What follows belongs to an exercise in optimizing a design on an open flow for small area; a production flow would make more cautious choices.
Where RTL was checked, it was by simulation tests only, not by an equivalence proof against the original.
The RTL of runs 1 to 7 was laid out without a check of its function.
No run shown here takes its clock network from TritonCTS; it comes from the design's own scripts or RTL.
The clock input has no modelled driver; a real chip could not lean on it and would need a root buffer or a full tree.
Power and IR drop assume default switching activity.

==> design/flow/design.v <==
`timescale 1ns / 1ps
module Zad_8_1(
       input logic [15:0] input0,
       output logic [23:0] output0,
       input logic clk,
       input logic rst,
       input logic start,
       output logic ready
    );
logic [15:0] d;     
logic [15:0] rn;    
logic [17:0] q;     
logic [4:0] cnt;    
logic done, clr, qb, hi;
logic [15:0] r0n;           
logic [16:0] tn, dx, sn;    
logic [17:0] k;             
assign done = (cnt == 5'b00011);         
assign clr = done | (cnt == 5'b00000);   
assign tn = {rn, 1'b1};
assign dx = {1'b0, d};
assign k[0] = 1'b0;
genvar i;
generate for (i = 0; i < 17; i++) begin : g_sub
    assign sn[i] = tn[i] ^ dx[i] ^ k[i];
    assign k[i+1] = (tn[i] & dx[i]) | (tn[i] & k[i]) | (dx[i] & k[i]);
end endgenerate
assign qb = ~k[17];    
always_ff @(posedge clk) begin
    if (start) d <= input0;
    if (clr)     rn <= r0n;
    else if (qb) rn <= sn[15:0];
    else         rn <= tn[15:0];
    q <= {q[16:0], qb};
    if (rst)                cnt <= 5'b00000;
    else if (start)         cnt <= 5'b00001;
    else if (done)          cnt <= 5'b00000;
    else                    cnt <= {cnt[3:0], cnt[4] ^ cnt[2]};
end
assign r0n = {14'h3FFF, (input0[15:2] == 14'd0) & (input0[1] ^ input0[0]), 1'b1};
assign hi = (d[15:2] == 14'd0);          
assign ready = done;
assign output0 = {{4{hi & ~d[1] & ~d[0]}}, hi & ~d[1], hi & ~d[0], q};
endmodule
==> design/flow/flow/run.sh <==
#!/bin/bash
# The standard layout (standard.sh), with buf_1 cells as the port buffers and
# a one-level clock distribution (flow/clkn.tcl) in place of TritonCTS.
export OWN_FLOW_DIR=$(pwd)/flow
export BUFFER_PORTS_ARGS="-buffer_cell sky130_fd_sc_hd__buf_1"
export PRE_CTS_TCL=$OWN_FLOW_DIR/cts_pre.tcl
export CLK_NBUF=2
export CLK_BUF=sky130_fd_sc_hd__clkbuf_16
bash standard.sh > standard.log 2>&1
==> design/flow/flow/clkn.tcl <==
# Clock distribution without CTS: the clock port drives CLK_NBUF buffers of type
# CLK_BUF directly, each driving one cluster of registers (k-means on the register
# locations), placed at its cluster's centroid.
set nbuf $::env(CLK_NBUF)
set bcell $::env(CLK_BUF)
set block [ord::get_db_block]
set dbu [$block getDbUnitsPerMicron]
set pts {}
foreach it [[$block findNet clk] getITerms] {
  set b [[$it getInst] getBBox]
  lappend pts [list [expr {([$b xMin] + [$b xMax]) / 2.0 / $dbu}] [expr {([$b yMin] + [$b yMax]) / 2.0 / $dbu}] [$it getInst]]
}
set pts [lsort -real -index 0 $pts]
set n [llength $pts]
# initial centres: spread along x
set cen {}
for {set k 0} {$k < $nbuf} {incr k} {
  set p [lindex $pts [expr {int(($k + 0.5) * $n / $nbuf)}]]
  lappend cen [list [lindex $p 0] [lindex $p 1]]
}
for {set iter 0} {$iter < 50} {incr iter} {
  set asg {}
  foreach p $pts {
    set best 0; set bd 1e18
    for {set k 0} {$k < $nbuf} {incr k} {
      set c [lindex $cen $k]
      set dd [expr {abs([lindex $p 0] - [lindex $c 0]) + abs([lindex $p 1] - [lindex $c 1])}]
      if {$dd < $bd} { set bd $dd; set best $k }
    }
    lappend asg $best
  }
  set new {}
  for {set k 0} {$k < $nbuf} {incr k} {
    set sx 0; set sy 0; set m 0
    foreach p $pts a $asg { if {$a == $k} { set sx [expr {$sx + [lindex $p 0]}]; set sy [expr {$sy + [lindex $p 1]}]; incr m } }
    if {$m > 0} { lappend new [list [expr {$sx / $m}] [expr {$sy / $m}]] } else { lappend new [lindex $cen $k] }
  }
  set cen $new
}
for {set k 0} {$k < $nbuf} {incr k} {
  set pins {}
  foreach p $pts a $asg { if {$a == $k} { lappend pins [get_pins -of_objects [get_cells [[lindex $p 2] getName]] -filter "direction == input && is_clock"] } }
  set c [lindex $cen $k]
  puts "clock buffer $k: [llength $pins] registers at $c"
  insert_buffer -buffer_cell $bcell -net clk -load_pins $pins -location $c -buffer_name clkbuf_$k -net_name clknet_$k
}
==> design/flow/flow/cts_pre.tcl <==
# Sourced by ORFS's cts.tcl before clock_tree_synthesis (PRE_CTS_TCL): build the
# clock distribution with clkn.tcl and turn the following clock_tree_synthesis
# call into a no-op.
source $::env(OWN_FLOW_DIR)/clkn.tcl
rename clock_tree_synthesis {}
proc clock_tree_synthesis {args} { puts "clock_tree_synthesis skipped: clock buffers placed by clkn.tcl" }
==> design/flow/standard.sh <==
#!/bin/bash
# synth_recipe.tcl (not shown) runs the flow's synth.tcl, then flattens the netlist and writes it again
# the make line also repeats each setting of config.mk as NAME=value (left out here)
make -C /OpenROAD-flow-scripts/flow DESIGN_CONFIG=/design/flow/config.mk WORK_HOME=/design/flow/orfs CLKGATE_MAP_FILE= SYNTH_SCRIPT=/design/flow/synth_recipe.tcl "${@:-finish}"
==> design/flow/config.mk <==
export PLATFORM = sky130hd
export DESIGN_NAME = Zad_8_1
export DESIGN_NICKNAME = Zad_8_1
export VERILOG_FILES = /design/flow/design.v
export SDC_FILE = /design/flow/constraint.sdc
export NUM_CORES = 4
export LEC_CHECK = 0
export CAP_MARGIN = 20
export CORE_MARGIN = 2
export CORE_UTILIZATION = 40
export SLEW_MARGIN = 20
==> design/flow/constraint.sdc <==
create_clock -name core_clock -period 7.0 [get_ports {clk}]
set_input_delay 1.4000 -clock core_clock [delete_from_list [all_inputs] [get_ports {clk}]]
set_output_delay 1.4000 -clock core_clock [all_outputs]
set_load 0.01 [all_outputs]
==> results of run 1 <==
==> sequential cells by signal, summed over array words and instances, names as in the netlist <==
signal  count
cnt         5
d          16
rn         16
q          18
==> layout by cell type (no fill, tap or decap), drive strengths merged <==
master / instances
nand4: 2
and3: 2
nor3: 2
nor2: 7
buf: 47
xor2: 2
xnor2: 1
clkinv: 1
clkbuf: 2
inv: 5
a21boi: 1
and2: 3
fa: 15
edfxtp: 16
nand3: 17
nand2: 29
nor4: 6
dfxtp: 39
o21bai: 1
a221oi: 1
==> power by group through the flow <==
stage	clock network, mW	logic (mW)	registers, mW
after CTS	0.0990	0.0883	0.393
after detailed placement	0	0.0878	0.393
after floorplan	0	0.0534	0.397
after global placement	0	0.0868	0.392
after global routing	0.142	0.109	0.390
final	0.126	0.0949	0.385
==> stage by stage <==
step                worst slack, ns  area (um2)  power (mW)
floorplan                     0.308        2040       0.450
global placement              0.163        2220       0.478
detailed placement           0.0689        2220       0.481
CTS                          0.0423        2270       0.581
global route                 0.0412        2320       0.641
finish                        0.281        2320       0.605
==> timing repair <==
action                     in CTS  in global routing
resized for setup               0                  4
setup endpoints to repair       0                 17
buffers inserted                0                  4
==> path summary, 6_finish.rpt <==
path                  startpoint       endpoint  slack [ns]  cells past startpoint
setup reg to reg  d[1]$_DFFE_PP_  rn[1]$_DFF_P_        0.28                     20
setup / recovery  d[1]$_DFFE_PP_  rn[1]$_DFF_P_        0.28                     20
hold / removal      q[4]$_DFF_P_   q[5]$_DFF_P_        0.36                      0
hold reg to reg     q[4]$_DFF_P_   q[5]$_DFF_P_        0.36                      0
==> metal layers <==
layer	GRT usage, %	up-vias	share of wire, %	wire length [um]
li1	-	608	-	-
met2	21.5	30	50	1710
met5	0	-	0	0
met4	1.95	0	1.9	63
met3	0.529	5	4.3	147
met1	18.3	589	43	1470
==> final cells by class, without the clock buffers <==
| cell class | count | area [um2] | share of cell area, % |
|---|---|---|---|
| well taps | 67 | 83.8 | 3.61 |
| inverters | 6 | 23.8 | 1.02 |
| repair buffers | 47 | 204 | 8.78 |
| flip-flops and latches | 55 | 1260 | 54.3 |
| multi-input cells | 89 | 699 | 30.1 |
==> logic make-up after synthesis <==
| logic type | count (synthesis) | share of synthesized area (%) |
|---|---|---|
| flops | 55 | 61.9 |
| compound gates | 3 | 1.47 |
| fa+ha+maj | 15 | 14.7 |
| xor+xnor | 3 | 1.66 |
| buf+inv | 13 | 4.11 |
| simple gates | 68 | 16.1 |
==> flow_metrics.tcl, run 1 <==
set metrics [dict create \
    die_height_um 75.4 \
    setup_viol 0 \
    synth.largest_area_cell "dfxtp_1" \
    syn_inst 157 \
    status "finished clean" \
    pin_count 44 \
    rows 25 \
    crit_family "adder cells" \
    synthFlopType "dfxtp_1" \
    synthMostInstantiatedCell "dfxtp_1" \
    synthArstFlopShare_pct 0 \
    n_antenna_cell 0 \
    finish.net_count 235 \
    cp_slowest_stage_delay_ns 0.42 \
    synthToLayoutAreaGrowth_pct 14.0 \
    power.internal_mw 0.456 \
    synth.distinct_cells 24 \
    hold_buffers 0 \
    netlist_area_mm2 0.00204 \
    report.final.slew_viol_count 0 \
    drcViolationCount 0 \
    die-area_mm2 0.00568 \
    grt_max_degree 33 \
    detail_route.vias_per_cell 4.63 \
    drtAntennaViolNets 0 \
    cp_slowest_cell "edfxtp_1" \
    vias 1232 \
    path_class "register to register" \
    comb_power_share_pct 15.7 \
    max_freq_ghz 0.149 \
    core-area_mm2 0.00482 \
    finClkSkew_ns 0.0188 \
    fin_cells 266 \
    required_ns 7.09 \
    worst_pin_slew_ns 0.983 \
    critPathBufInv 2 \
    power_frac_seq_pct 63.6 \
    p_sw_mw 0.149 \
    synth_common_cells "dfxtp_1, nand2_1, nand3_1" \
    holdWs_ns 0.357 \
    hold_viol_final 0 \
    dp_cells 260 \
    nFillCells 468 \
    layout-drive-gt1-share_pct 7.54 \
    grt_pass1_wl_um 5600 \
    drtIter0Drc 72 \
    dp_hpwl_um 2600 \
    hold_path.class "register to register" \
    path_cells "inv_1 -> fa_1 -> inv_1 -> fa_2 -> fa_2 -> fa_1 -> fa_1 -> fa_1 -> fa_1 -> fa_1 -> fa_1 -> fa_1 -> fa_1 -> fa_1 -> fa_1 -> fa_1 -> fa_2 -> and2_4 -> a221oi_2 -> o21bai_1" \
    grtUsageTotal_pct 12.6 \
    yosysTopAreaCellShare_pct 38.3 \
    gr-total-overflow 0 \
    crit_path_frequent_cell "fa_1" \
    syn_area_per_cell_um2 13.0 \
    swShare_pct 24.6 \
    synth_edf_count 16 \
    grt_antenna_before_repair 0 \
    yosys_warnings 1 \
    grt_setup_unrepaired "no" \
    yosysSeqAreaShare_pct 61.9 \
    clk_pin_slew_worst_paths_ns 0.11 \
    slew_headroom_pct 34.4 \
    p_per_area_mw_per_mm2 261 \
    die_x_um 75.4 \
    irDropWorstVdd_uv 124 \
    cp_max_fo 7 \
    initial_core_util_pct 42.3 \
    gp_congestion 0.777 \
    cp-start-kind "register" \
    min_period_over_period_pct 96.0 \
    synth.area.top_cells "dfxtp_1, edfxtp_1, fa_1, nand2_1, nand3_1" \
    critical_path.endpoint_type "register" \
    insertion_delay_ns 0.17 \
    drv_cap 0 \
    fin_crit_ns 6.72 \
    grt_pass1_vias 1199 \
    worstPathArrival_ns 6.81 \
    tns_ns 0 \
    final_core_util_pct 48.2 \
    wl_um 3390 \
    dr.pass1.iters 4 \
    synth-seq-cells 55 \
    power_frac_clock_pct 20.8 \
    io_buffer_count 43 \
    p_leak_nw 0.878 \
    wl_per_cell_um 12.7 \
]
==> inputs of run 2 (changes only) <==
==> design/flow/design.v (replaced) <==
`timescale 1ns / 1ps
module Zad_8_1(
       input logic [15:0] input0,
       output logic [23:0] output0,
       input logic clk,
       input logic rst,
       input logic start,
       output logic ready
    );
logic [35:0] w;      
logic [17:0] dr;     
logic [2:0] ph;      
logic busy;          
logic init;          
logic sg;            
logic sh;            
logic c;             
logic p0, p3, p5, rph, sub, shin, hi, ge3, cin;
logic [5:0] din, op, sum;
logic [6:0] k;
assign p0  = ~ph[2] & ~ph[0];
assign p3  = ph[2] & ph[0];
assign p5  = ph[2] & ~ph[1];
assign rph = ph[2];                      
assign hi  = (dr[15:2] == 14'd0);        
assign ge3 = ~hi | (dr[1] & dr[0]);      
assign sub  = ~sg;                       
assign shin = p0 ? ~sg : sh;             
assign din = init ? {3'b000, p3 & ge3, 1'b0, p0} : {w[4:0], shin};
assign op  = rph ? (dr[5:0] ^ {6{sub}}) : 6'd0;
assign cin = rph & (p3 ? sub : c);
assign k[0] = cin;
genvar i;
generate for (i = 0; i < 6; i++) begin : g_add
    assign sum[i] = din[i] ^ op[i] ^ k[i];
    assign k[i+1] = (din[i] & op[i]) | (din[i] & k[i]) | (op[i] & k[i]);
end endgenerate
assign ready = busy & ~init & p0 & w[17];
always_ff @(posedge clk) begin
    w  <= {sum, w[35:6]};
    dr <= start ? {2'b00, input0} : {dr[5:0], dr[17:6]};
    sh <= w[5];
    c  <= k[6];
    if (start)   ph <= 3'b000;
    else         ph <= {ph[1:0], ~ph[2]};
    if (start)   init <= 1'b1;
    else if (p5) init <= 1'b0;
    if (start)   sg <= 1'b0;
    else if (p5) sg <= sum[5];
    if (rst)        busy <= 1'b0;
    else if (start) busy <= 1'b1;
    else if (ready) busy <= 1'b0;
end
assign output0 = {{4{hi & ~dr[1] & ~dr[0]}}, hi & ~dr[1], hi & ~dr[0], w[16:0], ~sg};
endmodule
==> run 2 against run 1 <==
Net effect:
- power decreased by 4.1%
- clock power up 7%
- maximum frequency increased by 110%
- critical path depth fell by 8
- synthesized cell count up 5.7%
- critical endpoint is now sg$_SDFFE_PP0P_
- die area up 1.1%
- flip-flop and latch count up 7
- design area shrank 5.5%
- largest power group unchanged
- sequential power grew 5%
==> flow_metrics.tcl, run 2 <==
set metrics [dict create \
    path_cells "nor3_1 -> nand2_1 -> nand2_1 -> fa_1 -> fa_1 -> fa_1 -> inv_1 -> fa_1 -> fa_1 -> inv_1 -> fa_1 -> a211oi_1" \
    yosys_warnings 1 \
    max_freq_ghz 0.312 \
    cp_slowest_stage_delay_ns 0.54 \
    layout-drive-gt1-share_pct 6.42 \
    synthMostInstantiatedCell "dfxtp_1" \
    p_sw_mw 0.122 \
    detail_route.vias_per_cell 4.18 \
    hold_viol_final 0 \
    syn_area_per_cell_um2 12.4 \
    synth_common_cells "dfxtp_1, buf_4, mux2_1, nand2_1, inv_1" \
    insertion_delay_ns 0.17 \
    core-area_mm2 0.00504 \
    vias 1075 \
    dp_cells 255 \
    design_area_mm2 0.00219 \
    synthToLayoutAreaGrowth_pct 6.50 \
    die-area_mm2 0.00574 \
    drtIter0Drc 10 \
    grt_setup_unrepaired "no" \
    reg_top3 "w: 36 flops, dr: 18 flops, ph: 3 flops" \
    yosysTopAreaCellShare_pct 60.3 \
    post_dp_cell_area_mm2 0.00214 \
    crit_family "adder cells" \
    worst_pin_slew_ns 0.493 \
    synth_edf_count 0 \
    synth_top_family_by_area "buffers and inverters" \
    cp-start-kind "register" \
    wl_per_cell_um 11.3 \
    hold_start "w[23]$_DFF_P_" \
    grt_pass1_vias 991 \
    p_per_area_mw_per_mm2 265 \
    gp_congestion 0.794 \
    p_leak_nw 0.858 \
    dp_hpwl_um 2270 \
    crit_path_frequent_cell "fa_1" \
    cp_slowest_cell "dfxtp_1" \
    drcViolationCount 0 \
    comb_power_share_pct 7.3 \
    netlist_area_mm2 0.00206 \
    synth-adder-area-share_pct 5.83 \
    synth-xor-area-share_pct 2.55 \
    fin_cells 257 \
    largest_reg_flops 36 \
    gr-total-overflow 0 \
    grt_antenna_before_repair 0 \
    setup_viol 0 \
    hold_buffers 0 \
    n_antenna_cell 0 \
    synthFlopType "dfxtp_1" \
    min_to "w[17]$_DFF_P_" \
    die_height_um 75.8 \
    nFillCells 481 \
    drtAntennaViolNets 0 \
    initial_core_util_pct 40.8 \
    hold_depth 0 \
    wl_um 2910 \
    power.internal_mw 0.459 \
    required_ns 7.09 \
    finish.net_count 214 \
    rows 26 \
    cp_max_fo 12 \
    r2r-end "sg$_SDFFE_PP0P_" \
    final_core_util_pct 43.5 \
    drv_cap 0 \
    swShare_pct 20.9 \
    ff2ff_setup_slack_ns 3.80 \
    yosysSeqAreaShare_pct 60.3 \
    grtUsageTotal_pct 10.7 \
    io_buffer_count 43 \
    tns_ns 0 \
    grt_max_degree 33 \
    synth.largest_area_cell "dfxtp_1" \
    synth.distinct_cells 26 \
    clk_pin_slew_worst_paths_ns 0.11 \
    report.final.slew_viol_count 0 \
    r2r_start "ph[2]$_SDFF_PP0_" \
    syn_inst 166 \
    grt_pass1_wl_um 4780 \
    cts_setup_buffers 0 \
    critical_path.endpoint_type "register" \
    power_frac_clock_pct 23.3 \
    die_x_um 75.8 \
    final_cell_mix "dfxtp_1, buf_1, nand2_1, mux2_1, inv_1" \
    pin_count 44 \
    min_period_over_period_pct 45.8 \
    final_common_cell "dfxtp_1" \
    synth.area.top_cells "dfxtp_1, buf_4, mux2_1, fa_1, xnor2_1" \
    path_class "register to register" \
    largest-register "w" \
    dr.pass1.iters 4 \
    synth-seq-cells 62 \
    yosys.area_share.simple_pct 9.48 \
    hold_path.class "register to register" \
    muxShareOfSynthArea_pct 9.30 \
    status "finished clean" \
    cts_repair_resize_count 0 \
    critPathBufInv 2 \
    synthArstFlopShare_pct 0 \
    rr_worst_depth 12 \
    power_frac_seq_pct 69.4 \
    slew_headroom_pct 67.1 \
    synth_compound_area_share_pct 2.19 \
    fin_crit_ns 3.20 \
    irDropWorstVdd_uv 128 \
    worstPathArrival_ns 3.30 \
    finClkSkew_ns 0.00277 \
]
[run 2: final cells by class, without the clock buffers]
type	count	area [um2]	share of cell area [%]
Multi-Input combinational cell	69	604	27.6
Timing Repair Buffer	44	173	7.87
Inverter	10	37.5	1.71
Sequential cell	62	1240	56.6
Tap cell	70	87.6	3.99
[run 2: per-layer routing]
metal	wire, um	global-route usage [%]	part of all wire, %
met1	1450	16.0	50
met3	201	1.06	6.9
met4	19	0.780	0.65
met2	1250	17.4	43
met5	0	0	0
[run 2: worst max path at each step]
stage / from / endpoint / slack [ns] / cells past startpoint
CTS: ph[2]$_SDFF_PP0_ / sg$_SDFFE_PP0P_ / 3.80 / 12
floorplan: sg$_SDFFE_PP0P_ / sg$_SDFFE_PP0P_ / 4.01 / 12
global placement: sg$_SDFFE_PP0P_ / sg$_SDFFE_PP0P_ / 3.85 / 11
finish: ph[2]$_SDFF_PP0_ / sg$_SDFFE_PP0P_ / 3.80 / 12
global route: ph[2]$_SDFF_PP0_ / sg$_SDFFE_PP0P_ / 3.60 / 12
detailed placement: ph[2]$_SDFF_PP0_ / sg$_SDFFE_PP0P_ / 3.77 / 12
[run 2: power groups by stage]
stage               Clock, mW  Sequential (mW)  Combinational (mW)
global route            0.153            0.407              0.0487
finish                  0.135            0.403              0.0423
CTS                     0.106            0.412              0.0431
global placement            0            0.411              0.0423
detailed placement          0            0.412              0.0426
floorplan                   0            0.404              0.0428
[run 2: logic make-up (layout without fill, tap and decap cells)]
kind of cell,after synthesis,in the layout
buf+inv,35,56
fa+ha+maj,6,6
mux,17,17
xor+xnor,6,6
simple gates,34,34
compound gates,6,6
flops,62,62
[run 2: per-stage QoR]
step	power, mW	hold WS (ns)	worst slack [ns]
6_report	0.581	0.337	3.80
3_3_place_gp	0.453	0.311	3.85
5_1_grt	0.609	0.343	3.60
4_1_cts	0.561	0.312	3.80
3_5_place_dp	0.454	0.312	3.77
2_1_floorplan	0.447	0.310	4.01
==> inputs of run 3 (changes only) <==
--- a/design/flow/flow/run.sh
+++ b/design/flow/flow/run.sh
@@ -8,2 +8,3 @@
 export CLK_BUF=sky130_fd_sc_hd__clkbuf_16
+export RECOVER_POWER=100
 bash standard.sh > standard.log 2>&1
==> run 3 against run 2 <==
Net effect:
- register-to-register slack is essentially flat
- routed wire length grew 0.86%
- global-route usage is the same
- via count is essentially flat
- critical path depth is the same
- worst setup slack lost 0.0084 ns
- clock power is essentially flat
- flip-flop and latch count is the same
- largest power group unchanged
==> flow_metrics.tcl, run 3 <==
set metrics [dict create \
    status "finished clean" \
    max_freq_ghz 0.311 \
    grtUsageTotal_pct 10.7 \
    synth.largest_area_cell "dfxtp_1" \
    yosysTopAreaCellShare_pct 60.3 \
    syn_inst 166 \
    gr-total-overflow 0 \
    layout_setup_ws_ns 3.79 \
    reg_top3 "w: 36 flops, dr: 18 flops, ph: 3 flops" \
    synth.area.top_cells "dfxtp_1, buf_4, mux2_1, fa_1, xnor2_1" \
    p_leak_nw 0.851 \
    wl_um 2940 \
    hold_path.class "register to register" \
    worst_pin_slew_ns 0.753 \
    die_height_um 75.8 \
    netlist_area_mm2 0.00206 \
    die_x_um 75.8 \
    min_period_over_period_pct 45.9 \
    yosys_warnings 1 \
    min_to "w[17]$_DFF_P_" \
    worstPathArrival_ns 3.30 \
    synth_common_cells "dfxtp_1, buf_4, mux2_1, nand2_1, inv_1" \
    p_per_area_mw_per_mm2 266 \
    synthFlopType "dfxtp_1" \
    tns_ns 0 \
    final_cell_mix "dfxtp_1, buf_1, nand2_1, mux2_1, inv_1" \
    drcViolationCount 0 \
    synth_edf_count 0 \
    fin_cells 257 \
    final_core_util_pct 43.1 \
    cts_repair_resize_count 0 \
    dp_cells 255 \
    finish.net_count 214 \
    cp_max_fo 12 \
    hold_start "w[23]$_DFF_P_" \
    cp-start-kind "register" \
    grt_antenna_before_repair 0 \
    totalPowerFinal_mw 0.578 \
    synthToLayoutAreaGrowth_pct 5.41 \
    critical_path.endpoint_type "register" \
    dp_hpwl_um 2270 \
    initial_core_util_pct 40.8 \
    grt_pass1_wl_um 4780 \
    detail_route.vias_per_cell 4.18 \
    synthArstFlopShare_pct 0 \
    r2r_start "ph[2]$_SDFF_PP0_" \
    hold_depth 0 \
    ff2ff_setup_slack_ns 3.79 \
    synth-seq-cells 62 \
    setup_viol 0 \
    insertion_delay_ns 0.17 \
    io_buffer_count 43 \
    hold_viol_final 0 \
    core-area_mm2 0.00504 \
    r2r-end "sg$_SDFFE_PP0P_" \
    hold_buffers 0 \
    pre_cts_slack_ns 3.77 \
    pin_count 44 \
    rr_worst_depth 12 \
    n_antenna_cell 0 \
    nFillCells 485 \
    cts_setup_buffers 0 \
    grt_max_degree 33 \
    synthMostInstantiatedCell "dfxtp_1" \
    holdWs_ns 0.337 \
    drv_cap 0 \
    slew_headroom_pct 49.8 \
    report.final.slew_viol_count 0 \
    path_class "register to register" \
    irDropWorstVdd_uv 127 \
    largest_reg_flops 36 \
    die-area_mm2 0.00574 \
    drtIter0Drc 17 \
    design_area_mm2 0.00217 \
    rows 26 \
    drtAntennaViolNets 0 \
    synth.distinct_cells 26 \
    grt_setup_unrepaired "no" \
    largest-register "w" \
    finClkSkew_ns 0.00303 \
    gp_congestion 0.794 \
    final_common_cell "dfxtp_1" \
    fin_crit_ns 3.21 \
    post_dp_cell_area_mm2 0.00214 \
    wl_per_cell_um 11.4 \
    clk_pin_slew_worst_paths_ns 0.11 \
    layout-drive-gt1-share_pct 4.81 \
    required_ns 7.09 \
    grt_pass1_vias 991 \
    yosysSeqAreaShare_pct 60.3 \
    vias 1074 \
    dr.pass1.iters 4 \
    syn_area_per_cell_um2 12.4 \
]
run 3: cell counts after synthesis:
Identical to the previous run, type by type.
run 3: power breakdown:
group	switching [mW]	leakage (nW)	internal [mW]
clock network	0.0821	0.0246	0.0531
registers	0.0178	0.514	0.384
logic	0.0202	0.313	0.0212
total	0.120	0.851	0.458
run 3: worst max-delay path: stages, from the launching register on:
cell      delay, ns
dfxtp_1        0.55
nor3_1         0.14
nand2_1        0.09
nand2_1        0.07
fa_1           0.43
fa_1           0.39
fa_1           0.37
inv_1          0.07
fa_1           0.17
fa_1           0.16
inv_1          0.05
fa_1           0.44
a211oi_1       0.20
run 3: worst max-delay path by stage:
stage	startpoint	endpoint	slack (ns)	depth (start not counted)
final	ph[2]$_SDFF_PP0_	sg$_SDFFE_PP0P_	3.79	12
after global routing	ph[2]$_SDFF_PP0_	sg$_SDFFE_PP0P_	3.60	12
after CTS	ph[2]$_SDFF_PP0_	sg$_SDFFE_PP0P_	3.80	12
after detailed placement	ph[2]$_SDFF_PP0_	sg$_SDFFE_PP0P_	3.77	12
after global placement	sg$_SDFFE_PP0P_	sg$_SDFFE_PP0P_	3.85	11
after floorplan	sg$_SDFFE_PP0P_	sg$_SDFFE_PP0P_	4.01	12
run 3: layout make-up, without the clock buffers:
type	count	area, um2	share of cell area [%]
flip-flops and latches	62	1240	57.2
multi-input cells	69	589	27.1
inverters	10	37.5	1.73
well taps	70	87.6	4.03
repair buffers	44	165	7.61
run 3: kinds of logic after synthesis:
| group | Yosys count | synth area share [%] |
|---|---|---|
| simple gates | 34 | 9.48 |
| flops | 62 | 60.3 |
| xor+xnor | 6 | 2.55 |
| mux | 17 | 9.30 |
| fa+ha+maj | 6 | 5.83 |
| buf+inv | 35 | 10.4 |
| compound gates | 6 | 2.19 |
run 3: routing by layer:
layer / vias to the layer above / track usage, % / part of all wire [%]
li1: 550 / - / -
met5: - / 0 / 0
met2: 35 / 17.4 / 43
met1: 487 / 16.0 / 50
met3: 2 / 1.06 / 6.4
met4: 0 / 0.780 / 0.65
==> inputs of run 4 (changes only) <==
--- a/design/flow/flow/run.sh
+++ b/design/flow/flow/run.sh
@@ -9,2 +9,3 @@
 export RECOVER_POWER=100
+export REMOVE_ABC_BUFFERS=1
 bash standard.sh > standard.log 2>&1
==> run 4 against run 3 <==
Net effect:
- combinational power about the same
- synthesized area did not move
- clock skew about the same
- first-iteration DRC count is 150% higher
- via count up 0.37%
- routed wire length decreased by 0.72%
- flip-flop and latch count is the same
- critical endpoint unchanged
==> flow_metrics.tcl, run 4 <==
set metrics [dict create \
    synthFlopType "dfxtp_1" \
    largest_reg_flops 36 \
    grt_max_degree 33 \
    synthMostInstantiatedCell "dfxtp_1" \
    design_area_mm2 0.00218 \
    dp_cells 255 \
    tns_ns 0 \
    dr.pass1.iters 4 \
    pin_count 44 \
    synth-seq-cells 62 \
    grt_pass1_wl_um 4740 \
    synth.largest_area_cell "dfxtp_1" \
    final_common_cell "dfxtp_1" \
    rows 26 \
    layout-drive-gt1-share_pct 4.81 \
    gp_congestion 0.781 \
    cp-start-kind "register" \
    yosys_warnings 1 \
    vias 1078 \
    yosysTopAreaCellShare_pct 60.3 \
    fin_crit_ns 3.21 \
    die_x_um 75.8 \
    synth_edf_count 0 \
    largest-register "w" \
    irDropWorstVdd_uv 159 \
    p_per_area_mw_per_mm2 264 \
    insertion_delay_ns 0.16 \
    cts_repair_resize_count 0 \
    cts_setup_buffers 0 \
    min_period_over_period_pct 45.9 \
    drtAntennaViolNets 0 \
    drcViolationCount 0 \
    synthArstFlopShare_pct 0 \
    hold_buffers 0 \
    core-area_mm2 0.00504 \
    synth_common_cells "dfxtp_1, buf_4, mux2_1, nand2_1, inv_1" \
    final_cell_mix "dfxtp_1, buf_1, nand2_1, mux2_1, inv_1" \
    report.final.slew_viol_count 0 \
    die_height_um 75.8 \
    detail_route.vias_per_cell 4.19 \
    crit_start "ph[2]$_SDFF_PP0_" \
    dp_hpwl_um 2290 \
    grt_pass1_vias 1029 \
    post_dp_cell_area_mm2 0.00214 \
    r2r-end "sg$_SDFFE_PP0P_" \
    status "finished clean" \
    io_buffer_count 43 \
    drv_cap 0 \
    layout_setup_ws_ns 3.79 \
    finClkSkew_ns 0.00331 \
    synth.distinct_cells 26 \
    worstPathArrival_ns 3.29 \
    setup_viol 0 \
    wl_per_cell_um 11.3 \
    gr-total-overflow 0 \
    max_freq_ghz 0.311 \
    nFillCells 499 \
    synthToLayoutAreaGrowth_pct 5.83 \
    syn_area_per_cell_um2 12.4 \
    grtUsageTotal_pct 10.5 \
    worst_pin_slew_ns 0.634 \
    grt_antenna_before_repair 0 \
    required_ns 7.08 \
    netlist_area_mm2 0.00206 \
    finish.net_count 214 \
    totalPowerFinal_mw 0.576 \
    n_antenna_cell 0 \
    reg_top3 "w: 36 flops, dr: 18 flops, ph: 3 flops" \
    wl_um 2920 \
    cp_max_fo 12 \
    critical_path.endpoint "sg$_SDFFE_PP0P_" \
    slew_headroom_pct 57.7 \
    die-area_mm2 0.00574 \
    ff2ff_setup_slack_ns 3.79 \
    fin_cells 257 \
    clk_pin_slew_worst_paths_ns 0.10 \
    hold_viol_final 0 \
    path_class "register to register" \
    synth.area.top_cells "dfxtp_1, buf_4, mux2_1, fa_1, xnor2_1" \
    p_leak_nw 0.852 \
    yosysSeqAreaShare_pct 60.3 \
    r2r_start "ph[2]$_SDFF_PP0_" \
    initial_core_util_pct 40.8 \
    rr_worst_depth 12 \
    critical_path.endpoint_type "register" \
    syn_inst 166 \
    pre_cts_slack_ns 3.79 \
    drtIter0Drc 42 \
    hold_path.class "register to register" \
    grt_setup_unrepaired "no" \
]
run 4: cell counts after synthesis:
No cell type changed its count.
run 4: how the worst min path moves through the flow:
stage                   from            end  cells after the start
3_5_place_dp   w[35]$_DFF_P_  w[29]$_DFF_P_                      0
6_report       w[28]$_DFF_P_  w[22]$_DFF_P_                      0
2_1_floorplan  w[18]$_DFF_P_  w[12]$_DFF_P_                      0
3_3_place_gp   w[29]$_DFF_P_  w[23]$_DFF_P_                      0
5_1_grt        w[26]$_DFF_P_  w[20]$_DFF_P_                      0
4_1_cts        w[35]$_DFF_P_  w[29]$_DFF_P_                      0
run 4: metrics by stage:
stage          hold slack (ns)  util [%]
2_1_floorplan            0.310         -
3_3_place_gp             0.310      42.3
3_5_place_dp             0.312      42.5
4_1_cts                  0.312      43.5
5_1_grt                  0.342      43.2
6_report                 0.336      43.2
run 4: report_power, final:
part / internal [mW] / total [mW] / switching [mW]
Combinational: 0.0214 / 0.0415 / 0.0201
Sequential: 0.384 / 0.403 / 0.0187
Clock: 0.0529 / 0.132 / 0.0791
run 4: logic make-up (layout without fill, tap and decap cells):
logic type	after synthesis	after routing	synth area share (%)
adders and majority gates	6	6	5.83
muxes	17	17	9.30
AOI/OAI and AO/OA	6	6	2.19
DFF	62	62	60.3
buffers and inverters	35	56	10.4
and+or+nand+nor	34	34	9.48
xor gates and xnor gates	6	6	2.55
run 4: area by class of cell, without the clock buffers:
cell class	instances	area, um2	share of cell area, %
inverters	10	37.5	1.72
multi-input cells	69	598	27.4
flip-flops and latches	62	1240	56.9
well taps	70	87.6	4.02
repair buffers	44	165	7.58
run 4: layer usage:
layer / GRT usage (%) / up-vias / wire length [um]
li1: - / 553 / -
met1: 15.4 / 482 / 1400
met2: 17.2 / 39 / 1240
met3: 1.32 / 4 / 241
met4: 0.975 / 0 / 32
met5: 0 / - / 0
run 4: critical path, stage by stage, from the launching register on:
cell and delay [ns]:
dfxtp_1 0.54, nor3_1 0.14, nand2_1 0.09, nand2_1 0.08
fa_1 0.43, fa_1 0.39, fa_1 0.37, inv_1 0.07
fa_1 0.17, fa_1 0.16, inv_1 0.05, fa_1 0.45
a211oi_1 0.20
==> inputs of run 5 (changes only) <==
==> design/flow/flow/run.sh (replaced) <==
#!/bin/bash
# The standard layout (standard.sh) with these changes:
# - buf_1 cells as the port buffers;
# - synthesis's upsized logic cells set back to drive 1 after floorplan (downsize.tcl);
# - a one-level clock distribution (clkn.tcl) in place of TritonCTS;
# - power recovery (downsizing off the critical paths) after global routing.
# make's output goes to standard.log; each ORFS step keeps its own log under orfs/logs.
export OWN_FLOW_DIR=$(pwd)/flow
export BUFFER_PORTS_ARGS="-buffer_cell sky130_fd_sc_hd__buf_1"
export POST_FLOORPLAN_TCL=$OWN_FLOW_DIR/downsize.tcl
export PRE_CTS_TCL=$OWN_FLOW_DIR/cts_pre.tcl
export CLK_NBUF=2
export CLK_BUF=sky130_fd_sc_hd__clkbuf_16
export RECOVER_POWER=100
bash standard.sh > standard.log 2>&1
==> design/flow/flow/downsize.tcl (new file) <==
# Sourced after floorplan (POST_FLOORPLAN_TCL): give every logic cell that
# synthesis upsized the drive-1 version of its cell (the same function and
# pins); later timing repair upsizes again where a path needs it.
set n 0
foreach inst [[ord::get_db_block] getInsts] {
  set m [[$inst getMaster] getName]
  if {![regexp {^(sky130_fd_sc_hd__[a-z0-9]+)_([0-9]+)$} $m -> base drive]} { continue }
  if {$drive <= 1} { continue }
  if {[string match *clkbuf* $base] || [string match *tap* $base]} { continue }
  set small [get_lib_cells -quiet ${base}_1]
  if {$small eq ""} { continue }
  replace_cell [get_cells [$inst getName]] $small
  incr n
}
puts "downsize.tcl: $n cells set to drive 1"
==> run 5 against run 4 <==
Net effect:
- worst setup slack is essentially flat
- power is essentially flat
- largest power group unchanged
- synthesized area is the same
- sequential power is essentially flat
==> flow_metrics.tcl, run 5 <==
set metrics [dict create \
    dp_hpwl_um 2140 \
    cp_slowest_cell "dfxtp_1" \
    use_met1_pct 15.3 \
    use_met2_pct 16.1 \
    tns_ns 0 \
    largest_reg_flops 36 \
    initial_core_util_pct 40.8 \
    pre_cts_slack_ns 3.82 \
    synth.largest_area_cell "dfxtp_1" \
    synthArstFlopShare_pct 0 \
    drtAntennaViolNets 0 \
    die-area_mm2 0.00574 \
    p_leak_nw 0.850 \
    netlist_area_mm2 0.00206 \
    pin_count 44 \
    hold_viol_final 0 \
    syn_area_per_cell_um2 12.4 \
    largest-register "w" \
    reg_top3 "w: 36 flops, dr: 18 flops, ph: 3 flops" \
    drtIter0Drc 26 \
    crit_family "adder cells" \
    path_cells "nor3_1 -> nand2_1 -> nand2_1 -> fa_1 -> fa_1 -> fa_1 -> inv_1 -> fa_1 -> fa_1 -> inv_1 -> fa_1 -> a211oi_1" \
    yosysSeqAreaShare_pct 60.3 \
    io_buffer_count 43 \
    synth_edf_count 0 \
    detail_route.vias_per_cell 4.26 \
    max_freq_ghz 0.311 \
    final_cell_mix "dfxtp_1, buf_1, mux2_1, nand2_1, inv_1" \
    busiest_layer "met2" \
    rr_worst_depth 12 \
    status "finished clean" \
    vias 1096 \
    yosysTopAreaCellShare_pct 60.3 \
    layout-drive-gt1-share_pct 1.07 \
    ff2ff_setup_slack_ns 3.79 \
    grt_pass1_wl_um 4670 \
    final_common_cell "dfxtp_1" \
    syn_inst 166 \
    synth-seq-cells 62 \
    core-area_mm2 0.00504 \
    synth_common_cells "dfxtp_1, buf_4, mux2_1, nand2_1, inv_1" \
    dr.pass1.iters 2 \
    slew_headroom_pct 23.0 \
    grtUsageTotal_pct 10.2 \
    synth.distinct_cells 26 \
    worst_pin_slew_ns 1.15 \
    critical_path.endpoint "sg$_SDFFE_PP0P_" \
    worstPathArrival_ns 3.29 \
    cp_max_fo 12 \
    irDropWorstVdd_uv 177 \
    layout_setup_ws_ns 3.79 \
    fin_crit_ns 3.21 \
    gp_congestion 0.749 \
    cp_slowest_stage_delay_ns 0.54 \
    clk_pin_slew_worst_paths_ns 0.11 \
    hold_path.class "register to register" \
    totalPowerFinal_mw 0.576 \
    synthMostInstantiatedCell "dfxtp_1" \
    drcViolationCount 0 \
    gr-total-overflow 0 \
    cp-start-kind "register" \
    synthFlopType "dfxtp_1" \
    finClkSkew_ns 0.00753 \
    critPathBufInv 2 \
    required_ns 7.08 \
    path_class "register to register" \
    setup_viol 0 \
    r2r_start "ph[2]$_SDFF_PP0_" \
    grt_pass1_vias 1025 \
    die_height_um 75.8 \
    wl_um 2810 \
    yosys_warnings 1 \
    cts_setup_buffers 0 \
    rows 26 \
    crit_path_frequent_cell "fa_1" \
    grt_max_degree 32 \
    grtUsageMet3_pct 1.85 \
    p_per_area_mw_per_mm2 267 \
    r2r-end "sg$_SDFFE_PP0P_" \
    critical_path.endpoint_type "register" \
    final_core_util_pct 42.8 \
    min_period_over_period_pct 45.9 \
    grt_setup_unrepaired "no" \
    crit_start "ph[2]$_SDFF_PP0_" \
    n_antenna_cell 0 \
    design_area_mm2 0.00216 \
    crit_cells 12 \
    report.final.slew_viol_count 0 \
    wl_per_cell_um 10.9 \
    synthToLayoutAreaGrowth_pct 4.68 \
    hold_buffers 0 \
    grt_antenna_before_repair 0 \
    drv_cap 0 \
    finish.net_count 214 \
    synth.area.top_cells "dfxtp_1, buf_4, mux2_1, fa_1, xnor2_1" \
    cts_repair_resize_count 0 \
    post_dp_cell_area_mm2 0.00211 \
    insertion_delay_ns 0.17 \
    die_x_um 75.8 \
]
[run 5: cell counts after synthesis]
Identical to the previous run, type by type.
[run 5: area by class of cell, without the clock buffers]
type / count / area (um2)
fillers: 512 / 2890
multi-input cells: 69 / 574
inverters: 10 / 37.5
well taps: 70 / 87.6
repair buffers: 44 / 165
flip-flops and latches: 62 / 1240
[run 5: power by group]
part | total, mW | switching, mW | internal (mW)
combinational | 0.0400 | 0.0197 | 0.0203
clock | 0.136 | 0.0825 | 0.0531
sequential | 0.400 | 0.0166 | 0.384
total | 0.576 | 0.119 | 0.457
[run 5: worst reg2reg max path, stage by stage, from the launching register on]
cell      delay (ns)
dfxtp_1         0.54
nor3_1          0.14
nand2_1         0.09
nand2_1         0.08
fa_1            0.44
fa_1            0.39
fa_1            0.36
inv_1           0.07
fa_1            0.17
fa_1            0.16
inv_1           0.04
fa_1            0.45
a211oi_1        0.19
[run 5: stage by stage]
step / cells / hold WS [ns]
after global placement: 255 / 0.310
after global routing: 257 / 0.342
after CTS: 257 / 0.312
after floorplan: 166 / 0.310
after detailed placement: 255 / 0.312
final: 257 / 0.337
[run 5: kinds of logic (layout without fill, tap and decap cells)]
family                   Yosys count  count (layout)  share of synthesized area, %
AND/OR/NAND/NOR                   34              34                          9.48
flip-flops                        62              62                          60.3
buffers and inverters             35              56                          10.4
multiplexers                      17              17                          9.30
XOR/XNOR                           6               6                          2.55
AO/OA/AOI/OAI                      6               6                          2.19
adder cells (fa/ha/maj)            6               6                          5.83
[run 5: how the worst min path moves through the flow]
stage                       start             to  cells after the start
finish              w[18]$_DFF_P_  w[12]$_DFF_P_                      0
CTS                 w[34]$_DFF_P_  w[28]$_DFF_P_                      0
floorplan           w[18]$_DFF_P_  w[12]$_DFF_P_                      0
global route        w[34]$_DFF_P_  w[28]$_DFF_P_                      0
detailed placement  w[34]$_DFF_P_  w[28]$_DFF_P_                      0
global placement    w[23]$_DFF_P_  w[17]$_DFF_P_                      0
[run 5: per-layer routing]
layer  up-vias  routed length, um
met3         4                222
met4         0                 24
met1       506               1460
met2        37               1100
li1        549                  -
met5         -                  0
==> inputs of run 6 (changes only) <==
--- a/design/flow/design.v
+++ b/design/flow/design.v
@@ -14,6 +14,5 @@
 logic init;          
-logic sg;            
 logic sh;            
 logic c;             
-logic p0, p3, p5, rph, sub, shin, hi, ge3, cin;
+logic p0, p3, p4, p5, rph, sub, shin, hi, ge3, cin;
 logic [5:0] din, op, sum;
@@ -22,2 +21,3 @@
 assign p3  = ph[2] & ph[0];
+assign p4  = ph[2] & ph[1] & ~ph[0];
 assign p5  = ph[2] & ~ph[1];
@@ -26,4 +26,4 @@
 assign ge3 = ~hi | (dr[1] & dr[0]);      
-assign sub  = ~sg;                       
-assign shin = p0 ? ~sg : sh;             
+assign sub  = init | ~(p3 ? w[17] : p4 ? w[11] : w[5]);    
+assign shin = p0 ? ~w[35] : sh;          
 assign din = init ? {3'b000, p3 & ge3, 1'b0, p0} : {w[4:0], shin};
@@ -47,4 +47,2 @@
     else if (p5) init <= 1'b0;
-    if (start)   sg <= 1'b0;
-    else if (p5) sg <= sum[5];
     if (rst)        busy <= 1'b0;
@@ -53,3 +51,3 @@
 end
-assign output0 = {{4{hi & ~dr[1] & ~dr[0]}}, hi & ~dr[1], hi & ~dr[0], w[16:0], ~sg};
+assign output0 = {{4{hi & ~dr[1] & ~dr[0]}}, hi & ~dr[1], hi & ~dr[0], w[16:0], ~w[35]};
 endmodule
==> run 6 against run 5 <==
Net effect:
- global-route usage is 0.13 points higher
- via count is 1.0% higher
- synthesized cell count is 3.0% higher
- worst setup slack worse by 0.87 ns
- routed wire length is 4.6% higher
- synthesized area is 2.1% higher
- power is 2.2% lower
- hold slack better by 0.0013 ns
- sequential power is 2% lower
- largest power group unchanged
==> flow_metrics.tcl, run 6 <==
set metrics [dict create \
    pin_count 44 \
    cp-start-kind "register" \
    totalPowerFinal_mw 0.563 \
    p_leak_nw 0.828 \
    crit_family "adder cells" \
    path_class "register to register" \
    die_x_um 76.5 \
    synth-seq-cells 61 \
    layout-drive-gt1-share_pct 1.05 \
    slew_headroom_pct 26.5 \
    grt_pass1_wl_um 5180 \
    final_common_cell "dfxtp_1" \
    insertion_delay_ns 0.17 \
    synth_edf_count 0 \
    cp_slowest_cell "nor3_1" \
    drcViolationCount 0 \
    dr.pass1.iters 4 \
    post_dp_cell_area_mm2 0.00214 \
    synth-adder-area-share_pct 5.71 \
    drv_cap 0 \
    path_cells "o32ai_1 -> nor3_1 -> mux2_1 -> fa_1 -> inv_1 -> fa_1 -> fa_1 -> fa_1 -> fa_1 -> inv_1 -> fa_1 -> inv_1" \
    report.final.slew_viol_count 0 \
    largest_reg_flops 36 \
    cts_repair_resize_count 0 \
    yosysSeqAreaShare_pct 58.1 \
    cp_slowest_stage_delay_ns 0.69 \
    drtIter0Drc 38 \
    wl_um 2930 \
    drtAntennaViolNets 0 \
    synth_common_cells "dfxtp_1, buf_4, mux2_2" \
    final_core_util_pct 43.1 \
    netlist_area_mm2 0.00210 \
    fin_cells 261 \
    layout_setup_ws_ns 2.92 \
    core-area_mm2 0.00507 \
    yosys.area_share.simple_pct 10.9 \
    gp_congestion 0.721 \
    synth.area.top_cells "dfxtp_1, mux2_2, buf_4, fa_1, nand2_1" \
    fin_crit_ns 4.08 \
    finish.net_count 218 \
    hold_path.class "register to register" \
    grt_setup_unrepaired "no" \
    initial_core_util_pct 41.4 \
    reg_top3 "w: 36 flops, dr: 18 flops, ph: 3 flops" \
    synth.distinct_cells 28 \
    wl_per_cell_um 11.2 \
    io_buffer_count 43 \
    rows 26 \
    worst_pin_slew_ns 1.10 \
    die_height_um 76.5 \
    grt_pass1_vias 1060 \
    largest-register "w" \
    critical_path.endpoint_type "register" \
    worstPathArrival_ns 4.20 \
    cp_max_fo 19 \
    synthToLayoutAreaGrowth_pct 3.99 \
    use_met1_pct 15.5 \
    synthFlopType "dfxtp_1" \
    muxShareOfSynthArea_pct 11.9 \
    hold_buffers 0 \
    tns_ns 0 \
    status "finished clean" \
    finClkSkew_ns 0.0177 \
    final_cell_mix "dfxtp_1, buf_1, mux2_1, nand2_1, nor2b_1" \
    grt_max_degree 37 \
    holdWs_ns 0.338 \
    cts_setup_buffers 0 \
    yosys_warnings 1 \
    synth_compound_area_share_pct 3.69 \
    design_area_mm2 0.00219 \
    min_period_over_period_pct 58.2 \
    syn_inst 171 \
    required_ns 7.13 \
    busiest_layer "met2" \
    irDropWorstVdd_uv 152 \
    vias 1107 \
    crit_path_frequent_cell "fa_1" \
    synth.largest_area_cell "dfxtp_1" \
    synth-xor-area-share_pct 0 \
    dp_hpwl_um 2230 \
    hold_viol_final 0 \
    synth_top_family_by_area "multiplexers" \
    grtUsageTotal_pct 10.3 \
    clk_pin_slew_worst_paths_ns 0.11 \
    gr-total-overflow 0 \
    grt_antenna_before_repair 0 \
    syn_area_per_cell_um2 12.3 \
    use_met2_pct 16.5 \
    dp_cells 259 \
    yosysTopAreaCellShare_pct 58.1 \
    p_per_area_mw_per_mm2 258 \
    pre_cts_slack_ns 2.89 \
    critPathBufInv 3 \
    die-area_mm2 0.00585 \
    grtUsageMet3_pct 1.54 \
    detail_route.vias_per_cell 4.24 \
    max_freq_ghz 0.245 \
    synthArstFlopShare_pct 0 \
    setup_viol 0 \
    n_antenna_cell 0 \
    synthMostInstantiatedCell "dfxtp_1" \
]
[run 6: kinds of logic (layout without fill, tap and decap cells)]
kind of cell,Yosys count,in the layout
muxes,22,22
DFF,61,61
AOI/OAI and AO/OA,8,8
adders and majority gates,6,6
buffers and inverters,32,52
and+or+nand+nor,42,42
[run 6: where the power goes]
group	leakage, nW	switching (mW)	internal (mW)
Clock	0.0246	0.0793	0.0529
Combinational	0.298	0.0185	0.0187
Sequential	0.506	0.0168	0.377
[run 6: path summary, 6_finish.rpt]
check	slack, ns	end	startpoint	depth (start not counted)
setup reg to reg	2.92	w[35]$_DFF_P_	ph[2]$_SDFF_PP0_	12
hold / removal	0.34	w[28]$_DFF_P_	w[34]$_DFF_P_	0
setup / recovery	2.92	w[35]$_DFF_P_	ph[2]$_SDFF_PP0_	12
hold reg to reg	0.34	w[28]$_DFF_P_	w[34]$_DFF_P_	0
[run 6: per-layer routing]
metal	share of wire [%]	vias up
li1	-	574
met1	49	500
met2	44	30
met3	5.5	3
met4	0.92	0
met5	0	-
[run 6: cell type report, without the clock buffers]
type,count,area (um2)
repair buffers,43,161
well taps,70,87.6
multi-input cells,78,641
fillers,512,2890
flip-flops and latches,61,1220
inverters,7,26.3
==> inputs of run 7 (changes only) <==
--- a/design/flow/design.v
+++ b/design/flow/design.v
@@ -12,3 +12,2 @@
 logic [2:0] ph;      
-logic busy;          
 logic init;          
@@ -19,6 +18,6 @@
 logic [6:0] k;
-assign p0  = ~ph[2] & ~ph[0];
-assign p3  = ph[2] & ph[0];
+assign p0  = ~ph[2] & ~ph[1] & ~ph[0];
+assign p3  = ph[2] & ph[1] & ph[0];
 assign p4  = ph[2] & ph[1] & ~ph[0];
-assign p5  = ph[2] & ~ph[1];
+assign p5  = ph[2] & ~ph[1] & ~ph[0];
 assign rph = ph[2];                      
@@ -37,3 +36,3 @@
 end endgenerate
-assign ready = busy & ~init & p0 & w[17];
+assign ready = ~init & p0 & w[17];
 always_ff @(posedge clk) begin
@@ -43,9 +42,8 @@
     c  <= k[6];
-    if (start)   ph <= 3'b000;
-    else         ph <= {ph[1:0], ~ph[2]};
+    if (rst)        ph <= 3'b010;
+    else if (start) ph <= 3'b000;
+    else if (ready) ph <= 3'b010;
+    else            ph <= {ph[1:0], ~ph[2]};
     if (start)   init <= 1'b1;
     else if (p5) init <= 1'b0;
-    if (rst)        busy <= 1'b0;
-    else if (start) busy <= 1'b1;
-    else if (ready) busy <= 1'b0;
 end
==> run 7 against run 6 <==
Net effect:
- still clean on timing, DRC and antenna
- combinational power decreased by 3%
- power fell by 1.4%
- synthesized cell count decreased by 1.2%
==> flow_metrics.tcl, run 7 <==
set metrics [dict create \
    status "finished clean" \
    drcViolationCount 0 \
    synth_common_cells "dfxtp_1, buf_4, mux2_2" \
    critical_path.endpoint_type "register" \
    initial_core_util_pct 41.1 \
    max_freq_ghz 0.224 \
    hold_viol_final 0 \
    largest-register "w" \
    p_per_area_mw_per_mm2 257 \
    synth-seq-cells 60 \
    largest_reg_flops 36 \
    synthArstFlopShare_pct 0 \
    synth.largest_area_cell "dfxtp_1" \
    hold_path.class "register to register" \
    rr_worst_depth 12 \
    cp_max_fo 18 \
    hold_depth 0 \
    path_class "register to register" \
    synthFlopType "dfxtp_1" \
    path_cells "a21oi_1 -> a311oi_1 -> a311o_1 -> fa_1 -> inv_1 -> fa_1 -> fa_1 -> fa_1 -> fa_1 -> inv_1 -> fa_1 -> inv_1" \
    cp_slowest_cell "a311oi_1" \
    syn_inst 169 \
    finClkSkew_ns 0.00942 \
    die-area_mm2 0.00577 \
    dp_cells 255 \
    yosysTopAreaCellShare_pct 58.0 \
    drtIter0Drc 29 \
    finish.net_count 214 \
    cp-start-kind "register" \
    crit_family "adder cells" \
    layout-drive-gt1-share_pct 1.07 \
    tns_ns 0 \
    p_leak_nw 0.825 \
    wl_um 3040 \
    ff2ff_setup_slack_ns 2.54 \
    die_x_um 76.0 \
    synthMostInstantiatedCell "dfxtp_1" \
    detail_route.vias_per_cell 4.32 \
    gr-total-overflow 0 \
    grt_pass1_wl_um 4980 \
    fin_cells 257 \
    grt_max_degree 32 \
    crit_cells 12 \
    synth_edf_count 0 \
    pin_count 44 \
    io_buffer_count 43 \
    synth.area.top_cells "dfxtp_1, mux2_2, buf_4, fa_1, mux2i_1" \
    nFillCells 497 \
    cts_repair_resize_count 0 \
    n_antenna_cell 0 \
    gp_congestion 0.769 \
    setup_viol 0 \
    syn_area_per_cell_um2 12.3 \
    vias 1109 \
    crit_path_frequent_cell "fa_1" \
    yosysSeqAreaShare_pct 58.0 \
    grt_pass1_vias 1065 \
    fin_crit_ns 4.46 \
    cp_slowest_stage_delay_ns 0.99 \
    grt_antenna_before_repair 0 \
    cts_setup_buffers 0 \
    die_height_um 76.0 \
    irDropWorstVdd_uv 171 \
    grt_setup_unrepaired "no" \
    synthToLayoutAreaGrowth_pct 4.41 \
    core-area_mm2 0.00504 \
    netlist_area_mm2 0.00207 \
    final_core_util_pct 42.9 \
    report.final.slew_viol_count 0 \
    worst_pin_slew_ns 1.23 \
    dp_hpwl_um 2260 \
    wl_per_cell_um 11.8 \
    synth.distinct_cells 29 \
    insertion_delay_ns 0.17 \
    yosys_warnings 1 \
    drtAntennaViolNets 0 \
    critPathBufInv 3 \
    clk_pin_slew_worst_paths_ns 0.11 \
    drv_cap 0 \
    final_cell_mix "dfxtp_1, buf_1, mux2_1, nand2_1, inv_1" \
    min_period_over_period_pct 63.8 \
    worstPathArrival_ns 4.59 \
    rows 26 \
    reg_top3 "w: 36 flops, dr: 18 flops, ph: 3 flops" \
    slew_headroom_pct 17.2 \
    hold_buffers 0 \
    dr.pass1.iters 4 \
    final_common_cell "dfxtp_1" \
    grtUsageTotal_pct 10.2 \
    required_ns 7.12 \
]
## run 7: cell count changes after synthesis, moves of 2 or more
cell	delta
nand2_1	-3
nor2_1	-3
a21oi_1	+2
buf_1	+2
nor2b_1	-2
o32ai_2	-2
or2b_1	-2
## run 7: metrics by stage
stage / hold slack (ns) / total power [mW] / area [um2] / worst slack, ns
6_report: 0.336 / 0.556 / 2160 / 2.54
5_1_grt: 0.342 / 0.580 / 2160 / 2.23
4_1_cts: 0.312 / 0.535 / 2170 / 2.89
3_5_place_dp: 0.312 / 0.431 / 2120 / 2.89
3_3_place_gp: 0.311 / 0.429 / 2110 / 2.63
2_1_floorplan: 0.310 / 0.427 / 2070 / 3.44
## run 7: metal layers
metal	global-route usage [%]	share of wire, %	vias up
li1	-	-	569
met1	13.9	49	501
met3	1.67	6.6	3
met4	0.727	0.79	0
met2	17.9	44	36
met5	0	0	-
## run 7: layout make-up, without the clock buffers
type / instances / area [um2] / share of cell area [%]
repair buffers: 43 / 161 / 7.47
inverters: 8 / 30.0 / 1.39
well taps: 70 / 87.6 / 4.05
flip-flops and latches: 60 / 1200 / 55.6
multi-input cells: 74 / 632 / 29.2
## run 7: final timing paths
| path | start | endpoint |
|---|---|---|
| min | w[20]$_DFF_P_ | w[14]$_DFF_P_ |
| max | ph[2]$_SDFF_PP0_ | w[35]$_DFF_P_ |
| max reg2reg | ph[2]$_SDFF_PP0_ | w[35]$_DFF_P_ |
| min reg2reg | w[20]$_DFF_P_ | w[14]$_DFF_P_ |
## run 7: kinds of logic after synthesis
family / Yosys count / synth area share (%)
flip-flops: 60 / 58.0
multiplexers: 23 / 12.6
buffers and inverters: 35 / 10.3
AND/OR/NAND/NOR: 35 / 8.88
AO/OA/AOI/OAI: 10 / 4.47
adder cells (fa/ha/maj): 6 / 5.80
## run 7: where the power goes
group | internal, mW | leakage, nW | total, mW | switching, mW
registers | 0.369 | 0.497 | 0.385 | 0.0159
logic | 0.0182 | 0.303 | 0.0362 | 0.0180
clock network | 0.0530 | 0.0246 | 0.134 | 0.0814
## run 7: worst register-to-register path, stage by stage (launching register included)
cell and delay (ns):
dfxtp_1 0.69, a21oi_1 0.14, a311oi_1 0.99, a311o_1 0.33
fa_1 0.17, inv_1 0.05, fa_1 0.37, fa_1 0.39
fa_1 0.40, fa_1 0.36, inv_1 0.07, fa_1 0.41
inv_1 0.06
==> inputs of run 8 (changes only) <==
--- a/design/flow/design.v
+++ b/design/flow/design.v
@@ -13,5 +13,6 @@
 logic init;          
+logic sg;            
 logic sh;            
 logic c;             
-logic p0, p3, p4, p5, rph, sub, shin, hi, ge3, cin;
+logic p0, p3, p5, rph, sub, shin, hi, ge3, cin;
 logic [5:0] din, op, sum;
@@ -20,3 +21,2 @@
 assign p3  = ph[2] & ph[1] & ph[0];
-assign p4  = ph[2] & ph[1] & ~ph[0];
 assign p5  = ph[2] & ~ph[1] & ~ph[0];
@@ -25,4 +25,4 @@
 assign ge3 = ~hi | (dr[1] & dr[0]);      
-assign sub  = init | ~(p3 ? w[17] : p4 ? w[11] : w[5]);    
-assign shin = p0 ? ~w[35] : sh;          
+assign sub  = ~sg;                       
+assign shin = p0 ? ~sg : sh;             
 assign din = init ? {3'b000, p3 & ge3, 1'b0, p0} : {w[4:0], shin};
@@ -48,4 +48,6 @@
     else if (p5) init <= 1'b0;
+    if (start)   sg <= 1'b0;
+    else if (p5) sg <= sum[5];
 end
-assign output0 = {{4{hi & ~dr[1] & ~dr[0]}}, hi & ~dr[1], hi & ~dr[0], w[16:0], ~w[35]};
+assign output0 = {{4{hi & ~dr[1] & ~dr[0]}}, hi & ~dr[1], hi & ~dr[0], w[16:0], ~sg};
 endmodule
==> run 8 against run 7 <==
Net effect:
- largest cell class unchanged
- sequential power rose by 1%
- combinational power about the same
- cell count decreased by 0.78%
- routed wire length down 3.7%
- critical path type unchanged
- worst setup slack better by 0.92 ns
- register-to-register slack improved by 0.92 ns
- clock skew increased by 0.0044 ns
- via count decreased by 2.9%
==> flow_metrics.tcl, run 8 <==
set metrics [dict create \
    tns_ns 0 \
    synth.largest_area_cell "dfxtp_1" \
    totalPowerFinal_mw 0.559 \
    gr-total-overflow 0 \
    hold_viol_final 0 \
    status "finished clean" \
    drv_cap 0 \
    synth_edf_count 0 \
    n_antenna_cell 0 \
    critPathBufInv 4 \
    crit_cells 14 \
    grt_max_degree 36 \
    hold_depth 0 \
    core-area_mm2 0.00504 \
    detail_route.vias_per_cell 4.22 \
    io_buffer_count 43 \
    largest-register "w" \
    drcViolationCount 0 \
    grt_pass1_wl_um 4800 \
    path_cells "nor3_1 -> a31o_1 -> fa_1 -> inv_1 -> fa_1 -> inv_1 -> fa_1 -> inv_1 -> fa_1 -> fa_1 -> inv_1 -> fa_1 -> and3_1 -> a211oi_1" \
    synthArstFlopShare_pct 0 \
    synthMostInstantiatedCell "dfxtp_1" \
    max_freq_ghz 0.282 \
    clk_pin_slew_worst_paths_ns 0.10 \
    synth.distinct_cells 31 \
    dp_hpwl_um 2240 \
    hold_buffers 0 \
    grt_pass1_vias 1016 \
    required_ns 7.08 \
    regArea_mm2 0.00122 \
    multi_input_comb_area_um2 583 \
    drtIter0Drc 30 \
    cp_slowest_stage_delay_ns 0.43 \
    synth-seq-cells 61 \
    insertion_delay_ns 0.17 \
    cp_slowest_cell "dfxtp_1" \
    largest_reg_flops 36 \
    rows 26 \
    cp-start-kind "register" \
    yosysTopAreaCellShare_pct 58.8 \
    report.final.slew_viol_count 0 \
    drtAntennaViolNets 0 \
    netlist_area_mm2 0.00208 \
    final_cell_mix "dfxtp_1, buf_1, mux2_1, inv_1" \
    yosysSeqAreaShare_pct 58.8 \
    p_leak_nw 0.841 \
    p_per_area_mw_per_mm2 261 \
    cp_max_fo 12 \
    pin_count 44 \
    syn_area_per_cell_um2 12.7 \
    setup_viol 0 \
    fin_crit_ns 3.55 \
    synth_common_cells "dfxtp_1, buf_4, mux2_1" \
    finClkSkew_ns 0.0138 \
    slew_headroom_pct 58.4 \
    vias 1077 \
    dr.pass1.iters 4 \
    initial_core_util_pct 41.2 \
    critical_path.endpoint_type "register" \
    cts_repair_resize_count 0 \
    worst_pin_slew_ns 0.624 \
    synth.area.top_cells "dfxtp_1, buf_4, mux2_1, fa_1, xnor2_1" \
    cts_setup_buffers 0 \
    finish.net_count 212 \
    path_class "register to register" \
    grtUsageTotal_pct 9.79 \
    die_height_um 76.0 \
    yosys_warnings 1 \
    wl_um 2930 \
    worstPathArrival_ns 3.63 \
    gp_congestion 0.742 \
    wl_per_cell_um 11.5 \
    crit_path_frequent_cell "fa_1" \
    synthFlopType "dfxtp_1" \
    syn_inst 164 \
    min_period_over_period_pct 50.7 \
    die_x_um 76.0 \
    hold_path.class "register to register" \
    nFillCells 487 \
    final_common_cell "dfxtp_1" \
    grt_antenna_before_repair 0 \
    reg_top3 "w: 36 flops, dr: 18 flops, ph: 3 flops" \
    rr_worst_depth 14 \
    irDropWorstVdd_uv 144 \
    layout-drive-gt1-share_pct 1.08 \
    crit_family "adder cells" \
    grt_setup_unrepaired "no" \
    synthToLayoutAreaGrowth_pct 3.32 \
    die-area_mm2 0.00578 \
]
run 8: cell types whose count changed after synthesis, sizes merged, moves of 4 or more:
cell    before  now
mux2i        5    0
nand2b       6    0
and2         0    4
nand2       10    6
xnor2        0    6
run 8: path summary, 6_finish.rpt:
kind                    start              end  slack (ns)
max reg2reg  ph[2]$_SDFF_PP0_  sg$_SDFFE_PP0P_        3.45
min             w[23]$_DFF_P_    w[17]$_DFF_P_        0.33
min reg2reg     w[23]$_DFF_P_    w[17]$_DFF_P_        0.33
max          ph[2]$_SDFF_PP0_  sg$_SDFFE_PP0P_        3.45
run 8: per-layer routing:
layer  part of all wire [%]  track usage (%)  vias up
met5                      0                0        -
met4                    1.2             1.09        0
met3                    4.9             1.30        2
met2                     46             17.3       29
met1                     48             13.3      497
li1                       -                -      549
run 8: layout make-up, without the clock buffers:
type,count,area share (%)
sequential,61,56.9
multi-input combinational,68,27.2
timing repair buffer,44,7.70
tap,70,4.08
inverter,10,1.75
run 8: power by group:
group | total, mW | leakage (nW) | switching (mW) | internal [mW]
clock | 0.133 | 0.0246 | 0.0796 | 0.0530
combinational | 0.0363 | 0.312 | 0.0176 | 0.0187
sequential | 0.390 | 0.504 | 0.0155 | 0.375
run 8: logic make-up (layout without fill, tap and decap cells):
group | after synthesis | in the layout | synth area share (%)
buffers and inverters | 35 | 56 | 10.4
flip-flops | 61 | 61 | 58.8
multiplexers | 16 | 16 | 8.68
XOR/XNOR | 6 | 6 | 2.53
AND/OR/NAND/NOR | 32 | 32 | 10.8
adder cells (fa/ha/maj) | 6 | 6 | 5.79
AO/OA/AOI/OAI | 8 | 8 | 3.01
run 8: through the flow:
step                cells  utilization, %  cell area [um2]  worst slack [ns]  hold slack [ns]
floorplan             164               -             2080              3.84            0.310
global placement      252            41.5             2090              3.52            0.310
detailed placement    253            41.8             2110              3.48            0.312
CTS                   255            42.8             2160              3.47            0.312
finish                255            42.5             2140              3.45            0.334
global route          255            42.5             2140              3.20            0.346

-- re-timing with driven ports --
Ports are ideal in the flow. The routed layouts listed here were re-timed in OpenROAD. Step 1 assumes that a clkbuf_16 drives the clock port and a buf_2 every other input. Step 2 adds t to the input delays and takes it off the output delays; t is the mean of the earliest and latest rising clock arrival at the registers after step 1. Input paths then give back, and output paths get back, about the clock's delay inside the block. Slacks: ideal / step 1 / step 2; pairs: ideal / step 1.
| run | shift t [ns] | setup WS [ns] | hold WS [ns] | slew at the worst register clock pin (ns) | cell pins on the clock port's net |
|---|---|---|---|---|---|
| run 1 | 0.202 | 0.281 / 0.281 / 0.281 | 0.357 / 0.357 / 0.357 | 0.11 / 0.11 | 2 |
| run 2 | 0.212 | 3.796 / 3.796 / 3.796 | 0.337 / 0.337 / 0.337 | 0.11 / 0.11 | 2 |
| run 3 | 0.210 | 3.787 / 3.787 / 3.787 | 0.337 / 0.337 / 0.337 | 0.11 / 0.11 | 2 |
| run 4 | 0.210 | 3.790 / 3.789 / 3.789 | 0.336 / 0.336 / 0.336 | 0.10 / 0.10 | 2 |
| run 5 | 0.212 | 3.789 / 3.789 / 3.789 | 0.337 / 0.337 / 0.337 | 0.11 / 0.11 | 2 |
| run 6 | 0.207 | 2.923 / 2.923 / 2.923 | 0.338 / 0.338 / 0.338 | 0.11 / 0.11 | 2 |
| run 7 | 0.211 | 2.536 / 2.536 / 2.536 | 0.336 / 0.336 / 0.336 | 0.11 / 0.11 | 2 |
| run 8 | 0.210 | 3.453 / 3.453 / 3.453 | 0.334 / 0.334 / 0.334 | 0.11 / 0.11 | 2 |
After both steps every run listed still meets setup and hold. The setup slack of run 4, which loses most, moves by -0.001 ns with the drivers and by -0.001 ns with both steps.
